This is an optimization exercise on Yosys and OpenROAD, whose aim is small area, a short achievable clock period and few clock cycles, not a production implementation. Only simulation tests tie the RTL to the original design; equivalence was not proved. No activity file was given, so power comes from the tool's default toggle rates.

### flow/design.v
`timescale 1ns/10ps
module LBP ( clk, reset, gray_addr, gray_req, gray_ready, gray_data, lbp_addr, lbp_valid, lbp_data, finish);
input   		clk;
input   		reset;
output  [13:0] 	gray_addr;
output         	gray_req;
input   		gray_ready;
input   [7:0] 	gray_data;
output  [13:0] 	lbp_addr;
output  		lbp_valid;
output  [7:0] 	lbp_data;
output  		finish;
reg [13:0] 	gray_addr;
reg 		gray_req;
reg [13:0] 	lbp_addr, nxt_lbp_addr;
reg 		lbp_valid;
reg [7:0] 	lbp_data, nxt_lbp_data;
reg 		finish;
reg [7:0] g_c, g_p1, g_p2, g_p3, g_p4, g_p5, g_p6, g_p7, g_p8;
reg [1:0] state, nxt_state;
reg [3:0] entries_filled;
always@(posedge clk or posedge reset) begin
	if(reset)
		state <= 2'd0;
	else
		state <= nxt_state;
end
always@(*) begin
	case(state) 
		2'd0: begin
			if(entries_filled == 4'd8)
					nxt_state = 2'd1;
			else
				nxt_state = 2'd0;
		end
		2'd1: begin
			nxt_state = 2'd2;
		end
		2'd2: begin
			nxt_state = 2'd0;
		end
		2'd3: begin
			nxt_state = 2'd3;
		end
		default: nxt_state = 2'd3;
	endcase
end
always@(posedge clk or posedge reset) begin
	if(reset) begin
		gray_req <= 1'b0;
	end
	else begin
		if(gray_ready) begin
			gray_req <= 1'b1;
		end	
		else begin
			gray_req <= 1'b0;
		end	
	end
end
always@(posedge clk or posedge reset) begin
	if(reset) begin
		entries_filled <= 4'd0;
	end
	else if(gray_ready) begin
		if(entries_filled == 4'd8) begin
			if(gray_addr[6] & gray_addr[5] & gray_addr[4] & gray_addr[3] & gray_addr[2] & gray_addr[1] & gray_addr[0])
				entries_filled <= 4'd0;
			else
				entries_filled <= 4'd6;
		end
		else begin
			entries_filled <= entries_filled + 4'd1;
		end	
	end 
	else begin
		entries_filled <= entries_filled;		
	end
end
always@(posedge clk or posedge reset) begin
	if(reset) begin
		gray_addr <= 14'd129;
	end
	else if(gray_ready) begin
		if(entries_filled == 4'd0) begin
			if(gray_addr[6] & gray_addr[5] & gray_addr[4] & gray_addr[3] & gray_addr[2] & gray_addr[1] & gray_addr[0]) begin
				gray_addr <= gray_addr - 14'd127;
			end
			else
				gray_addr <= gray_addr - 14'd129;
		end
		else if(entries_filled == 4'd1) begin
			gray_addr <= gray_addr + 14'd256;
		end
		else if(entries_filled == 4'd2) begin
			gray_addr <= gray_addr - 14'd128;
		end
		else if(entries_filled == 4'd3) begin
			gray_addr <= gray_addr - 14'd127;
		end
		else if(entries_filled == 4'd4) begin
			gray_addr <= gray_addr + 14'd256;
		end
		else if(entries_filled == 4'd5) begin
			gray_addr <= gray_addr - 14'd128;
		end
		else if(entries_filled == 4'd6) begin
			gray_addr <= gray_addr - 14'd127;
		end
		else if(entries_filled == 4'd7) begin
			gray_addr <= gray_addr + 14'd256;
		end
		else if(entries_filled == 4'd8) begin
			gray_addr <= gray_addr - 14'd128;
		end
	end
	else begin
		gray_addr <= gray_addr;
	end
end
always@(posedge clk or posedge reset) begin
	if(reset) begin
		lbp_addr <= 14'd129;
	end
	else begin
		lbp_addr <= nxt_lbp_addr;
	end
end
always@(*) begin
	if(lbp_valid) begin
		if(lbp_addr[6] & lbp_addr[5] & lbp_addr[4] & lbp_addr[3] & lbp_addr[2] & lbp_addr[1]) begin
			nxt_lbp_addr = lbp_addr + 3;
		end
		else begin
			nxt_lbp_addr = lbp_addr + 1;
		end
	end
	else begin
		nxt_lbp_addr = lbp_addr;
	end	
end
always@(posedge clk or posedge reset) begin
	if(reset) begin
		lbp_valid <= 1'b0;
	end
	else if(state == 2'd2) begin
		lbp_valid <= 1'b1;
	end
	else begin
		lbp_valid <= 1'b0;
	end
end
always@(posedge clk or posedge reset) begin
	if(reset) begin
		finish <= 1'b0;
	end
	else begin
		if(lbp_valid && lbp_addr == 14'd16254)
			finish <= 1'd1;
		else
			finish <= finish;
	end
end
always@(posedge clk or posedge reset) begin
	if(reset) begin
		lbp_data <= 8'd0;
	end
	else begin
		lbp_data <= nxt_lbp_data;
	end
end
always@(posedge clk or posedge reset) begin
	if(reset) begin
		g_c  <= 8'd0;
		g_p1 <= 8'd0;
		g_p2 <= 8'd0;
		g_p3 <= 8'd0;
		g_p4 <= 8'd0;
		g_p5 <= 8'd0;
		g_p6 <= 8'd0;
		g_p7 <= 8'd0;
		g_p8 <= 8'd0;
	end
	else begin
		g_c  <= g_p3;	
		g_p1 <= g_p6;
		g_p2 <= g_p7;
		g_p3 <= g_p8;
		g_p4 <= g_p2;
		g_p5 <= gray_data;
		g_p6 <= g_p4;		
		g_p7 <= g_c;
		g_p8 <= g_p5;
	end
end
always@(*)begin
	if(g_p1 < g_c)begin
		nxt_lbp_data[0]  = 1'b0;
	end
	else begin
		nxt_lbp_data[0]  = 1'b1;
	end
	if(g_p2 < g_c)begin
		nxt_lbp_data[1]  = 1'b0;
	end
	else begin
		nxt_lbp_data[1]  = 1'b1;
	end
	if(g_p3 < g_c)begin
		nxt_lbp_data[2]  = 1'b0;
	end
	else begin
		nxt_lbp_data[2]  = 1'b1;
	end
	if(g_p4 < g_c)begin
		nxt_lbp_data[3]  = 1'b0;
	end
	else begin
		nxt_lbp_data[3]  = 1'b1;
	end
	if(g_p5 < g_c)begin
		nxt_lbp_data[4]  = 1'b0;
	end
	else begin
		nxt_lbp_data[4]  = 1'b1;
	end
	if(g_p6 < g_c)begin
		nxt_lbp_data[5]  = 1'b0;
	end
	else begin
		nxt_lbp_data[5]  = 1'b1;
	end
	if(g_p7 < g_c)begin
		nxt_lbp_data[6]  = 1'b0;
	end
	else begin
		nxt_lbp_data[6]  = 1'b1;
	end
	if(g_p8 < g_c)begin
		nxt_lbp_data[7]  = 1'b0;
	end
	else begin
	nxt_lbp_data[7]  = 1'b1;
	end
end
endmodule
### flow/run.sh
#!/bin/bash
# synth_recipe.tcl (not shown) runs the flow's synth.tcl, then flattens the netlist and writes it again
# the make line also repeats each setting of config.mk as NAME=value (left out here)
make -C /OpenROAD-flow-scripts/flow DESIGN_CONFIG=/design/flow/config.mk WORK_HOME=/design/flow/orfs CLKGATE_MAP_FILE= SYNTH_SCRIPT=/design/flow/synth_recipe.tcl finish
### flow/config.mk
export PLATFORM = sky130hd
export DESIGN_NAME = LBP
export DESIGN_NICKNAME = LBP
export VERILOG_FILES = /design/flow/design.v
export SDC_FILE = /design/flow/constraint.sdc
export NUM_CORES = 4
export LEC_CHECK = 0
export CAP_MARGIN = 20
export CORE_MARGIN = 2
export CORE_UTILIZATION = 40
export SLEW_MARGIN = 20
### flow/constraint.sdc
create_clock -name core_clock -period 3.5 [get_ports {clk}]
set_input_delay 0.7000 -clock core_clock [delete_from_list [all_inputs] [get_ports {clk}]]
set_output_delay 0.7000 -clock core_clock [all_outputs]
set_load 0.01 [all_outputs]
==> metrics.json <==
{
  "result_of_the_run": "timing/DRC/antenna clean",
  "synth_area_leader_cell": "dfrtp_1",
  "detailedPlace.worstSlack_ps": 859,
  "critical_path.n_buffers_inverters": 2,
  "route.detailed.wl_per_inst_um": 16.8,
  "max_stage_delay_ps": 610,
  "chipWidth_um": 129,
  "first_global_vias": 4828,
  "core.rowCount": 45,
  "post_cts_buffers": 0,
  "coreArea_sq_mm": 0.0152,
  "detailroute.via_count": 4746,
  "setup_tns_ps": 0,
  "critPathArrivalTime_ps": 3040,
  "clock_tree.buffer_depth": 2,
  "h-tree-depth": 4,
  "leakage_power_of_the_design_nw": 3.40,
  "postSynthCellCount": 592,
  "synthesis.yosys.warnings": 1,
  "end_kind": "flop",
  "cts_inserted_buffers": 17,
  "clock-sinks": 117,
  "final_util_pct": 49.7,
  "synth-edff-count": 0,
  "critPathMaxFanout": 21,
  "worst_path_max_delay_cell": "ha_1",
  "slew-limit-headroom_pct": 41.5,
  "synth_sequential_area_ratio_pct": 47.0,
  "initial_utilization_pct": 41.1,
  "post-synth-top-count-cell": "dfrtp_1",
  "cp_common_cell": "a21oi_1",
  "ys_types": 73,
  "avgViaCountPerCell": 5.62,
  "finalSetupViolCount": 0,
  "unrepaired_setup_endpoints_after_global_routing": "false",
  "remaining_drc_errors": 0,
  "worst_hold_slack_ps": 358,
  "tritoncts_clock_tree": "built",
  "synth_area_leaders": "dfrtp_1 45%, ha_1 14%, a21oi_1 4.0%",
  "clock_insertion_delay_worst_skew_ps": 410,
  "yosys.area_share.adder_pct": 13.8,
  "mappedNetlistArea_sq_mm": 0.00624,
  "cts_resized": 0,
  "antennaDiodeCount": 0,
  "timing.max_cap.violations": 0,
  "finalClockSkew_ps": 9.57,
  "final_period_utilization_pct": 77.8,
  "grt.overflow.total": 0,
  "timing_max_transition_violations_final": 0,
  "antenna_violations_before_repair": 0,
  "post-route-min-period_ps": 2720,
  "cp_data_required_time_ps": 3820,
  "synth-async-reset-ratio_pct": 100,
  "final_antenna_net_count": 0,
  "critical_path.startpoint_type": "flop",
  "dp.final_hpwl_um": 10300,
  "final_weighted_congestion_of_routability_driven_global_placement": 1.01,
  "grt_first_pass_wirelength_um": 23900,
  "net_count_after_synthesis": 672,
  "wirelength_um": 14200,
  "hold_path.class": "flop to flop",
  "hold_buffers": 0,
  "detail_route.first_pass.iterations": 5,
  "clock_tree.root_cell": "clkbuf_16",
  "post-route-worst-setup-slack_ps": 778,
  "timing.setup.critical_path_class": "flop to flop",
  "yosys_most_used_dff": "dfrtp_1",
  "crit_path_cell_trace": "inv_1 > ha_1 > o41ai_1 > buf_4 > a21oi_1 > a21oi_1 > a311o_1 > o211ai_1",
  "design.die.area_sq_mm": 0.0166,
  "timing_hold_violations_final": 0,
  "n_fill_cell": 1376,
  "gr-usage-all-layers_pct": 18.4,
  "yosys.area_share.simple_pct": 12.9,
  "worst_pin_slew_ps": 878,
  "clk_transition_reported_paths_ps": 50,
  "fmaxAchievable_ghz": 0.367,
  "synth_compound_area_share_pct": 18.5,
  "post_synth.cell_area_avg_sq_um": 10.5,
  "synth_largest_type_area_fraction_pct": 45.3,
  "drt_first_iter_violations": 385,
  "boundaryPins": 50,
  "floorplan.die.height_um": 129,
  "synth_mux_area_share_pct": 0.361,
  "flow.area_growth_from_synthesis_pct": 21.0,
  "yosys-top-cells-count": "113 x dfrtp_1, 69 x ha_1, 50 x a21oi_1, 40 x nand2_1, 33 x o21ai_0",
  "layout-drive-gt1-share_pct": 9.44,
  "vdd_drop_max_mv": 0.478,
  "grt_max_degree": 39,
  "cellPowerDensity_mw_per_mm2": 724,
  "ys_seq_elements": 117,
  "synth-xor-area-share_pct": 3.79,
  "place.port_buffers": 49,
  "cp_top_family": "compound AO/OA/AOI/OAI gates",
  "synth_top_family_by_area": "compound AO/OA/AOI/OAI gates",
  "fin_nets": 725
}
-- sequential cells by signal (all words and copies together), names as in the netlist --
register / cells
gray_addr: 14
lbp_addr: 14
g_c: 8
g_p1: 8
g_p2: 8
g_p3: 8
g_p4: 8
g_p5: 8
g_p6: 8
g_p7: 8
g_p8: 8
lbp_data: 8
entries_filled: 4
state: 2
finish: 1
gray_req: 1
lbp_valid: 1
-- final cells by class --
type                    count  area (sq um)  share of cell area (%)
well taps                 188           235                    3.11
clock buffers              24           512                    6.77
repair buffers             60           586                    7.75
flip-flops and latches    117          2930                    38.8
multi-input cells         425          3080                    40.8
clock inverters             7           118                    1.56
inverters                  24          93.8                    1.24
-- metal layers --
layer  global-route usage [%]  wire, um
met5                        0         0
met4                     6.97       277
met3                     4.12       669
met2                     31.2      7180
met1                     22.9      6060
-- kinds of logic after synthesis --
| family | after synthesis |
|---|---|
| AO/OA/AOI/OAI | 175 |
| XOR/XNOR | 27 |
| adder cells (fa/ha/maj) | 69 |
| buffers and inverters | 50 |
| flip-flops | 117 |
| multiplexers | 2 |
| AND/OR/NAND/NOR | 152 |
-- power by group --
group / switching (mW) / internal, mW
Clock: 0.585 / 1.23
Combinational: 1.04 / 0.806
Sequential: 0.291 / 1.52
Total: 1.91 / 3.56
-- stage by stage --
stage,instances,power (mW),cell area (sq um)
after floorplan,592,3.08,6250
after global placement,814,3.63,6930
after detailed placement,814,3.65,6930
after CTS,845,5.49,7560
after global routing,845,5.80,7560
final,845,5.47,7560
-- worst paths after layout --
check,slack [ps],start,to,cells past startpoint
setup / recovery,780,entries_filled[0],gray_addr[13],8
hold / removal,360,g_p2[0],g_p4[0],0
setup reg to reg,780,entries_filled[0],gray_addr[13],8
hold reg to reg,360,g_p2[0],g_p4[0],0
max in group asynchronous,2040,reset,g_p2[0],3
min in group asynchronous,750,reset,finish,2
-- worst reg2reg max path: cells and delay by family, from the launching register on --
| family | cells | cell delay, ps |
|---|---|---|
| fa+ha+maj | 1 | 610 |
| buf+inv | 2 | 310 |
| flops | 1 | 410 |
| compound gates | 5 | 1310 |
-- layout by cell type, fill, tap and decap left out, drive strengths merged, types with 21 or more instances in the layout --
cell	instances
a21oi	50
clkbuf	24
clkdlybuf4s50	49
dfrtp	113
ha	69
inv	22
nand2	40
nand3	21
nor2	26
o21ai	35
Testbench counts, summed over its fixed seeds: cycles 1,161,288.

[what the ideal ports hide]
No port has a modelled driver above. Below, the same layout with a new extraction and two added sets of constraints.
Step 1: set_driving_cell puts a clkbuf_16 on clk and a buf_2 on each other input, an assumption about the parent block.
Step 2 also shifts input and output timing later by t, the mid clock arrival at the registers, as if the neighbouring blocks saw the same clock.
Slacks: ideal / step 1 / step 2; pairs: ideal / step 1.
shift t [ns]: 0.444
setup slack, ns: 0.778 / 0.778 / 0.778
worst slew at a driven data input, ns: 0.04
After both steps this run still meets setup and hold. The setup slack of this run moves by 0.000 ns with the drivers and by 0.000 ns with both steps.
